Context: an optimization exercise on an open-source flow, tuned for small area. The choices shown serve that exercise and are no tape-out recipe. The RTL was checked by simulation tests, not by an equivalence proof against the original design. Power and IR drop assume default switching activity.

==> fjord: inputs <==
## pacman_top
module pacman_top (
    input  wire        clk,
    input  wire        rst,
    input  wire        btn_up,
    input  wire        btn_down,
    input  wire        btn_left,
    input  wire        btn_right,
    output wire        hs,
    output wire        vs,
    output reg  [11:0] rgb
);
clock: 40.0 ns
lec_check: 0
cap_margin: 20
core_margin: 2
core_utilization: 60
cts_buf_list: sky130_fd_sc_hd__clkbuf_8
cts_cluster_diameter: 50
cts_cluster_size: 15
slew_margin: 20
standard.sh (not shown) runs the stock make flow with config.mk's settings and CLKGATE_MAP_FILE= SYNTH_SCRIPT=/design/flow/synth_recipe.tcl, a recipe that flattens the netlist after the stock synthesis.
==> flow/flow/run.sh <==
#!/bin/bash
# Layout flow: the standard synthesis (for reference), then an area-oriented
# synthesis that keeps the same registers (flow/resynth.py), then the
# standard layout steps with smaller port buffers.
set -eo pipefail
R=orfs/results/$FLOW_PLATFORM/pacman_top/base
LIB=$FLOW_HOME/platforms/$FLOW_PLATFORM/lib/sky130_fd_sc_hd__tt_025C_1v80.lib
PCFG=$FLOW_HOME/platforms/$FLOW_PLATFORM/config.mk
if [ -z "$YOSYS_EXE" ]; then
  if command -v yosys > /dev/null; then export YOSYS_EXE=$(command -v yosys);
  else export YOSYS_EXE=$FLOW_HOME/../tools/install/yosys/bin/yosys; fi
fi
bash standard.sh synth > std_synth.log 2>&1
cp $R/1_2_yosys.v synth_std.v
mkdir -p resynth
python3 flow/resynth.py $LIB $PCFG design.v synth_std.v resynth/out.v resynth > resynth.log 2>&1
cp resynth/out.v $R/1_2_yosys.v
touch $R/1_2_yosys.v
bash standard.sh "BUFFER_PORTS_ARGS=-buffer_cell sky130_fd_sc_hd__buf_1" finish > std_layout.log 2>&1
==> flow/flow/resynth.py <==
#!/usr/bin/env python3
"""Area-oriented logic synthesis for the layout, keeping the registers of the
standard synthesis (same count, names and cell types).

Two candidates are made, and the smaller one whose registers match is kept:
  own:   the design synthesized again from the RTL (same front end, register
         naming and -nofsm -noshare as the standard synthesis), mapped by ABC
         with an area script;
  remap: the standard synthesis netlist with its combinational cells mapped
         again by ABC (registers kept as they are).

usage: resynth.py LIB PLATFORM_CONFIG DESIGN.v STD.v OUT.v WORKDIR
"""
import os, re, subprocess, sys

lib, pcfg, design, std, vout, wd = sys.argv[1:7]
here = os.path.dirname(os.path.abspath(__file__))
yosys = os.environ.get("YOSYS_EXE") or "yosys"
top = os.environ.get("FLOW_TOP", "pacman_top")
T = int(os.environ.get("DEEPSYN_T", "300"))

cfg = open(pcfg).read()
m = re.search(r"DONT_USE_CELLS\s*\+?=((?:[^\n]*\\\n)*[^\n]*)", cfg)
du = re.findall(r"sky130_fd_sc_hd__\w+", m.group(1)) if m else []
duargs = " ".join("-dont_use " + c for c in du)

pre = "strash; &get -n; &fraig -x; &put; dc2; strash; &get -n; &deepsyn -T %d; " % T
mappers = {
    "nf": pre + "&dch -f; &nf -R 1000 -F 10 -A 10 -E 100; &put\n",
    "amap": pre + "&put; dch -f; amap -m -F 2 -A 20 -C 1000; topo\n",
}
for mname, text in mappers.items():
    open(os.path.join(wd, mname + ".abc"), "w").write(text)

tail = """
abc -liberty {lib} {duargs} -script {abc}
opt_clean -purge
read_liberty -lib -ignore_redef {lib}
hilomap -singleton -hicell sky130_fd_sc_hd__conb_1 HI -locell sky130_fd_sc_hd__conb_1 LO
insbuf -buf sky130_fd_sc_hd__buf_4 A X
splitnets
opt_clean -purge
check -assert -mapped
"""

cells = os.path.join(wd, "cells.v")
with open(cells, "w") as f:
    subprocess.run([sys.executable, os.path.join(here, "mkcells.py"), lib], stdout=f, check=True)

fronts = {
    "own": f"""
read_liberty -lib {lib}
read_verilog -defer -sv {design}
hierarchy -check -top {top}
synth -top {top} -flatten -nofsm -noshare
rename -wire
opt -purge
rename -hide w:*$func$*
dfflibmap -liberty {lib} {duargs}
opt
setundef -zero
""",
    "remap": f"""
read_verilog {cells}
read_liberty -lib -ignore_redef {lib}
read_verilog {std}
hierarchy -top {top}
flatten
opt -purge
techmap
opt -purge
""",
}
scripts = {}
for fname, ftext in fronts.items():
    for mname in mappers:
        scripts[fname + "_" + mname] = ftext + tail.format(
            lib=lib, duargs=duargs, abc=os.path.join(wd, mname + ".abc"))

procs = {}
for name, body in scripts.items():
    out = os.path.join(wd, name + ".v")
    ys = os.path.join(wd, name + ".ys")
    open(ys, "w").write(body + f"tee -o {os.path.join(wd, name + '_stat.txt')} stat -liberty {lib}\n"
                        f"write_verilog -noattr -nohex -nodec {out}\n")
    log = open(os.path.join(wd, name + "_yosys.log"), "w")
    procs[name] = subprocess.Popen([yosys, "-q", "-l", os.path.join(wd, name + "_yosys_q.log"), ys],
                                   stdout=log, stderr=subprocess.STDOUT)

def regs(path):
    txt = open(path).read()
    return sorted(re.findall(r"^\s*(sky130_fd_sc_hd__\w*df\w*)\s+(\S+)\s*\(", txt, re.M))

ref = regs(std)
best = None
for name, p in procs.items():
    rc = p.wait()
    out = os.path.join(wd, name + ".v")
    if rc != 0 or not os.path.exists(out):
        print(name, "failed", rc)
        continue
    r = regs(out)
    st = open(os.path.join(wd, name + "_stat.txt")).read()
    area = float(re.search(r"Chip area for module .*?: ([\d.]+)", st).group(1))
    ok = (r == ref)
    print(name, "area", area, "registers", len(r), "match" if ok else "MISMATCH")
    if ok and (best is None or area < best[1]):
        best = (name, area)
if best is None:
    sys.exit("no candidate kept the registers")
print("kept", best[0])
subprocess.run(["cp", os.path.join(wd, best[0] + ".v"), vout], check=True)
Other scripts of this flow, unchanged in this note and not shown: flow/flow/mkcells.py
==> garnet (differences from fjord) <==
--- a/flow/design.v
+++ b/flow/design.v
@@ -173,37 +173,38 @@
     always @(posedge clk) begin
         if (greset) begin
             Rx <= 9'd170;
             Ry <= 8'd130;
             PR <= 1'b1;
             T  <= 1'b0;
-            P  <= 10'd0;
-            Q  <= 9'd0;
+            P  <= 10'd442;
+            Q  <= 9'd90;
         end else begin
             if (pretick) begin
                 step <= d1;
                 if (smv[2])      Ry <= (Ry <= 8'd233) ? Ryp : 8'd235;
                 else if (smv[3]) Ry <= (Ry >= 8'd27)  ? Rym : 8'd25;
                 if (smv[0])      Rx <= (Rx <= 9'd313) ? Rxp : 9'd315;
                 else if (smv[1]) Rx <= (Rx >= 9'd27)  ? Rxm : 9'd25;
             end
             if (tick) begin
                 T  <= PR & anyb;
                 PR <= PR & ~anyb;
-                P  <= (P == 10'd581) ? 10'd0 : inc10(P);
-                Q  <= (Q == 9'd421)  ? 9'd0  : inc10({1'b0, Q});
+                P  <= (&P) ? 10'd442 : inc10(P);
+                Q  <= (&Q) ? 9'd90 : inc10({1'b0, Q});
             end
         end
     end
     wire [9:0] vbe = colmode ? {1'b0, CYe, 1'b0} : vb;
     wire [7:0] hdm = dm5(hb[9:3]);
     wire [7:0] vdm = dm5(vbe[9:3]);
     wire [4:0] hq  = hdm[7:3];
     wire [5:0] hr  = {hdm[2:0], hb[2:0]};
     wire [4:0] vq  = vdm[7:3];
     wire [5:0] vr  = {vdm[2:0], vbe[2:0]};
+    wire [4:0] pax = ad20(hr);          
     wire op_slot = (hq[4:1] <= 4'd4) & ~hq[0] & (hr >= 6'd20) & (hr <= 6'd22);
     wire op_pdy  = (hq == 5'd0) & (hr == 6'd23);
     wire op_hx   = (hq == 5'd0) & (hr == 6'd24);
     wire [2:0] cj = hq[3:1];
     wire [1:0] cs = hr[1:0];           
     wire [3:0] hk = vq[3:0] - 4'd2;    
@@ -211,36 +212,36 @@
     reg        slot_ok;
     always @(*) begin
         off = 10'd0;
         slot_ok = 1'b0;
         if (op_hx) begin
             case (hk)
-                4'd0: off = 10'd447;
-                4'd1: off = 10'd978;
-                4'd2: off = 10'd527;
-                4'd3: off = 10'd898;
-                4'd4: off = 10'd607;
-                4'd5: off = 10'd998;
-                4'd6: off = 10'd507;
-                4'd7: off = 10'd918;
-                4'd8: off = 10'd587;
-                4'd9: off = 10'd838;
+                4'd0: off = 10'd5;
+                4'd1: off = 10'd536;
+                4'd2: off = 10'd85;
+                4'd3: off = 10'd456;
+                4'd4: off = 10'd165;
+                4'd5: off = 10'd556;
+                4'd6: off = 10'd65;
+                4'd7: off = 10'd476;
+                4'd8: off = 10'd145;
+                4'd9: off = 10'd396;
                 default: off = 10'd0;
             endcase
         end else begin
             case ({cj, cs})
-                {3'd0, 2'd0}: begin off = 10'd617; slot_ok = 1'b1; end
-                {3'd0, 2'd1}: begin off = 10'd818; slot_ok = 1'b1; end
-                {3'd0, 2'd2}: begin off = 10'd697; slot_ok = 1'b1; end
-                {3'd1, 2'd0}: begin off = 10'd968; slot_ok = 1'b1; end
-                {3'd1, 2'd1}: begin off = 10'd888; slot_ok = 1'b1; end
-                {3'd2, 2'd0}: begin off = 10'd697; slot_ok = 1'b1; end
-                {3'd2, 2'd1}: begin off = 10'd617; slot_ok = 1'b1; end
-                {3'd3, 2'd0}: begin off = 10'd888; slot_ok = 1'b1; end
-                {3'd4, 2'd0}: begin off = 10'd777; slot_ok = 1'b1; end
-                {3'd4, 2'd1}: begin off = 10'd968; slot_ok = 1'b1; end
+                {3'd0, 2'd0}: begin off = 10'd527; slot_ok = 1'b1; end
+                {3'd0, 2'd1}: begin off = 10'd728; slot_ok = 1'b1; end
+                {3'd0, 2'd2}: begin off = 10'd607; slot_ok = 1'b1; end
+                {3'd1, 2'd0}: begin off = 10'd878; slot_ok = 1'b1; end
+                {3'd1, 2'd1}: begin off = 10'd798; slot_ok = 1'b1; end
+                {3'd2, 2'd0}: begin off = 10'd607; slot_ok = 1'b1; end
+                {3'd2, 2'd1}: begin off = 10'd527; slot_ok = 1'b1; end
+                {3'd3, 2'd0}: begin off = 10'd798; slot_ok = 1'b1; end
+                {3'd4, 2'd0}: begin off = 10'd687; slot_ok = 1'b1; end
+                {3'd4, 2'd1}: begin off = 10'd878; slot_ok = 1'b1; end
                 default: ;
             endcase
         end
     end
     wire        isH = op_hx;
     wire [10:0] tp  = add11(isH ? {1'b0, P} : {2'b0, Q}, {1'b1, off}, 1'b0);
@@ -275,13 +276,13 @@
     wire [4:0] axhh = colmode ? {1'b0, axh[4:1]} : axh;
     wire [4:0] ayr  = ad20(vr);
     wire [4:0] ayrh = colmode ? {1'b0, ayr[4:1]} : ayr;
     wire       hrow = (vq >= 5'd2) & (vq <= 5'd11);
     wire       hen  = hrow & covers(wcode(ayrh), axhh);
     wire       cwin = (hq >= 5'd1) & (hq <= 5'd10) & (hq[0] ? (hr >= 6'd20) : (hr <= 6'd19));
-    wire [4:0] axc  = (hr <= 6'd19) ? hr[4:0] : (5'd8 - hr[4:0]);    
+    wire [4:0] axc  = 5'd20 - pax;      
     wire [4:0] axch = colmode ? {1'b0, axc[4:1]} : axc;
     wire [2:0] wj   = hq[3:1] - {2'b0, ~hq[0]};                    
     wire       v0   = cwin & covers(sl0, axch);
     wire       v1   = cwin & covers(sl1, axch);
     wire       v2   = cwin & covers(sl2, axch);
     wire       ven  = v0 | v1 | v2;
@@ -344,20 +345,20 @@
     end
     wire         cellm = (dxp[9:5] == 5'b11111) | (dxp[9:3] == 7'd0);
     wire         clr  = eatp & load & cellm & ((vr == 6'd23) | (vr == 6'd30) | (vr == 6'd37));
     reg        ein;
     always @(*) begin
         case (ayr)
-            5'd0, 5'd2, 5'd4, 5'd6: ein = (axp <= 5'd13);
-            5'd8:                   ein = (axp <= 5'd11);
-            5'd10:                  ein = (axp <= 5'd9);
-            5'd12:                  ein = (axp <= 5'd7);
+            5'd0, 5'd2, 5'd4, 5'd6: ein = (pax <= 5'd13);
+            5'd8:                   ein = (pax <= 5'd11);
+            5'd10:                  ein = (pax <= 5'd9);
+            5'd12:                  ein = (pax <= 5'd7);
             default:                ein = 1'b0;
         endcase
     end
-    wire eset = ~colmode & (PYw == 3'd6) & (hr == 6'd20) & ein;
+    wire eset = ~colmode & (PYw == 3'd6) & (dxp == 10'd0) & ein;    
     always @(posedge clk) begin
         ring <= {ring[173:76], ring[75] & ~clr, ring[74:0], F | ring[174]};
         if (load) cur <= tap;
     end
     always @(posedge clk) begin
         if (greset) begin
@@ -366,13 +367,12 @@
         end else begin
             if (line0e) F <= 1'b0;
             if (eset) eatp <= 1'b1;
             else if (clr) eatp <= 1'b0;
         end
     end
-    wire [4:0] pax = ad20(hr);
     wire       pel = cur & ((ayr <= 5'd2) ? (pax <= 5'd3) : (ayr == 5'd3) ? (pax <= 5'd2) : 1'b0);
     wire wall = (hq == 5'd0) | (hq >= 5'd16) | (vq == 5'd0) | (vq >= 5'd12);
     reg [11:0] hcol, vcol;
     always @(*) begin
         case (hk)
             4'd0: hcol = 12'hF00;
==> flow/flow/run.sh (replaced) <==
#!/bin/bash
# Layout flow: the standard synthesis (for reference), then an area-oriented
# synthesis that keeps the same registers (flow/resynth.py), then the
# standard layout steps with a smaller clock tree (no dummy loads, small
# clusters of clkbuf_4) and single-width port buffers.
set -eo pipefail
R=orfs/results/$FLOW_PLATFORM/pacman_top/base
LIB=$FLOW_HOME/platforms/$FLOW_PLATFORM/lib/sky130_fd_sc_hd__tt_025C_1v80.lib
PCFG=$FLOW_HOME/platforms/$FLOW_PLATFORM/config.mk
if [ -z "$YOSYS_EXE" ]; then
  if command -v yosys > /dev/null; then export YOSYS_EXE=$(command -v yosys);
  else export YOSYS_EXE=$FLOW_HOME/../tools/install/yosys/bin/yosys; fi
fi
bash standard.sh synth > std_synth.log 2>&1
cp $R/1_2_yosys.v synth_std.v
mkdir -p resynth
python3 flow/resynth.py $LIB $PCFG design.v synth_std.v resynth/out.v resynth > resynth.log 2>&1
cp resynth/out.v $R/1_2_yosys.v
touch $R/1_2_yosys.v
bash standard.sh \
  "BUFFER_PORTS_ARGS=-buffer_cell sky130_fd_sc_hd__buf_1" \
  "CTS_ARGS=-sink_clustering_enable -repair_clock_nets -dont_use_dummy_load -sink_clustering_size 11 -sink_clustering_max_diameter 42 -buf_list sky130_fd_sc_hd__clkbuf_4" \
  finish > std_layout.log 2>&1
--- a/flow/flow/resynth.py
+++ b/flow/flow/resynth.py
@@ -14,24 +14,30 @@
 import os, re, subprocess, sys
 
 lib, pcfg, design, std, vout, wd = sys.argv[1:7]
 here = os.path.dirname(os.path.abspath(__file__))
 yosys = os.environ.get("YOSYS_EXE") or "yosys"
 top = os.environ.get("FLOW_TOP", "pacman_top")
-T = int(os.environ.get("DEEPSYN_T", "300"))
+T = int(os.environ.get("DEEPSYN_T", "60"))
+SEEDS = [int(x) for x in os.environ.get("DEEPSYN_SEEDS", "0 1 2 3").split()]
+JOBS = int(os.environ.get("NUM_CORES", "8"))
 
 cfg = open(pcfg).read()
 m = re.search(r"DONT_USE_CELLS\s*\+?=((?:[^\n]*\\\n)*[^\n]*)", cfg)
 du = re.findall(r"sky130_fd_sc_hd__\w+", m.group(1)) if m else []
 duargs = " ".join("-dont_use " + c for c in du)
 
-pre = "strash; &get -n; &fraig -x; &put; dc2; strash; &get -n; &deepsyn -T %d; " % T
-mappers = {
-    "nf": pre + "&dch -f; &nf -R 1000 -F 10 -A 10 -E 100; &put\n",
-    "amap": pre + "&put; dch -f; amap -m -F 2 -A 20 -C 1000; topo\n",
-}
+mappers = {}
+for sd in SEEDS:
+    pre = "strash; &get -n; &fraig -x; &put; dc2; strash; &get -n; &deepsyn -T %d -S %d; " % (T, sd)
+    mappers["nf%d" % sd] = pre + "&dch -f; &nf -R 1000 -F 10 -A 10 -E 100; &put\n"
+    amap = "&put; dch -f; amap -m -F 2 -A 20 -C 1000; topo"
+    mappers["amap%d" % sd] = pre + amap + "\n"
+    # once more from the mapped network
+    mappers["amapi%d" % sd] = (pre + amap + "; strash; &get -n; &deepsyn -T %d -S %d; " % (T, sd + 10)
+                               + amap + "\n")
 for mname, text in mappers.items():
     open(os.path.join(wd, mname + ".abc"), "w").write(text)
 
 tail = """
 abc -liberty {lib} {duargs} -script {abc}
 opt_clean -purge
@@ -74,30 +80,32 @@
 scripts = {}
 for fname, ftext in fronts.items():
     for mname in mappers:
         scripts[fname + "_" + mname] = ftext + tail.format(
             lib=lib, duargs=duargs, abc=os.path.join(wd, mname + ".abc"))
 
-procs = {}
-for name, body in scripts.items():
+import concurrent.futures
+def run(name):
+    body = scripts[name]
     out = os.path.join(wd, name + ".v")
     ys = os.path.join(wd, name + ".ys")
     open(ys, "w").write(body + f"tee -o {os.path.join(wd, name + '_stat.txt')} stat -liberty {lib}\n"
                         f"write_verilog -noattr -nohex -nodec {out}\n")
-    log = open(os.path.join(wd, name + "_yosys.log"), "w")
-    procs[name] = subprocess.Popen([yosys, "-q", "-l", os.path.join(wd, name + "_yosys_q.log"), ys],
-                                   stdout=log, stderr=subprocess.STDOUT)
+    with open(os.path.join(wd, name + "_yosys.log"), "w") as log:
+        return subprocess.run([yosys, "-q", "-l", os.path.join(wd, name + "_yosys_q.log"), ys],
+                              stdout=log, stderr=subprocess.STDOUT).returncode
+with concurrent.futures.ThreadPoolExecutor(max_workers=JOBS) as ex:
+    rcs = dict(zip(scripts, ex.map(run, scripts)))
 
 def regs(path):
     txt = open(path).read()
     return sorted(re.findall(r"^\s*(sky130_fd_sc_hd__\w*df\w*)\s+(\S+)\s*\(", txt, re.M))
 
 ref = regs(std)
 best = None
-for name, p in procs.items():
-    rc = p.wait()
+for name, rc in rcs.items():
     out = os.path.join(wd, name + ".v")
     if rc != 0 or not os.path.exists(out):
         print(name, "failed", rc)
         continue
     r = regs(out)
     st = open(os.path.join(wd, name + "_stat.txt")).read()
==> flow/config.mk (replaced) <==
export PLATFORM = sky130hd
export DESIGN_NAME = pacman_top
export DESIGN_NICKNAME = pacman_top
export VERILOG_FILES = /design/flow/design.v
export SDC_FILE = /design/flow/constraint.sdc
export NUM_CORES = 8
export LEC_CHECK = 0
export CAP_MARGIN = 20
export CORE_MARGIN = 2
export CORE_UTILIZATION = 60
export GPL_TIMING_DRIVEN = 0
export SLEW_MARGIN = 20
==> run summary <==
In fjord the die area is higher than in garnet, by about 0.7%.
Against fjord, the first-iteration DRC count of garnet is smaller by about 35%.
In garnet the total power is lower than in fjord, by 4.4%.
Fmax: garnet is smaller than fjord (14%).
Cell count: fjord is larger than garnet (about 2%).
==> figures <==
item	garnet	fjord
Number of cells in the design after placement	1,583	1,607
Core region area	0.01784 sq mm	0.01790 sq mm
Result of the run	timing/DRC/antenna clean	timing/DRC/antenna clean
Wirelength per Cell	15.87 um	17.61 um
Placed cell area	0.01121 sq mm	0.01131 sq mm
Worst reg2reg path endpoint	sl2[0]	sl1[1]
Number of diodes added for antenna fixing	1	0
Amount of wire on met3 after detailed routing	1764 um	2247 um
Final design utilization	64.27%	66.26%
Leak	0.004076 uW	0.004303 uW
Comb power frac	16.5%	9.7%
Max Fanout on Critical Path	19	18

static timing again, ports no longer ideal:
No port has a modelled driver above. Below, the same layouts with a new extraction and two added sets of constraints. Step 1 sets driving cells, clkbuf_16 on the clock port and buf_2 on the other inputs (assumed; they add their load-dependent delay and slew). Step 2 times the ports against the registers' clock, not the clock port: input delays grow and output delays shrink by t, the midpoint of the rising clock arrivals with the driver on. Slacks: ideal ports / drivers / drivers and shift; pairs: ideal ports / drivers.
run | t, ns | setup WS [ns] | hold slack, ns | worst register clock-pin slew, ns
fjord | 0.629 | 23.594 / 23.549 / 24.178 | 0.322 / 0.322 / 0.322 | 0.09 / 0.09
garnet | 0.653 | 20.969 / 20.932 / 21.585 | 0.267 / 0.267 / 0.267 | 0.12 / 0.12
After both steps every run listed still meets setup and hold.
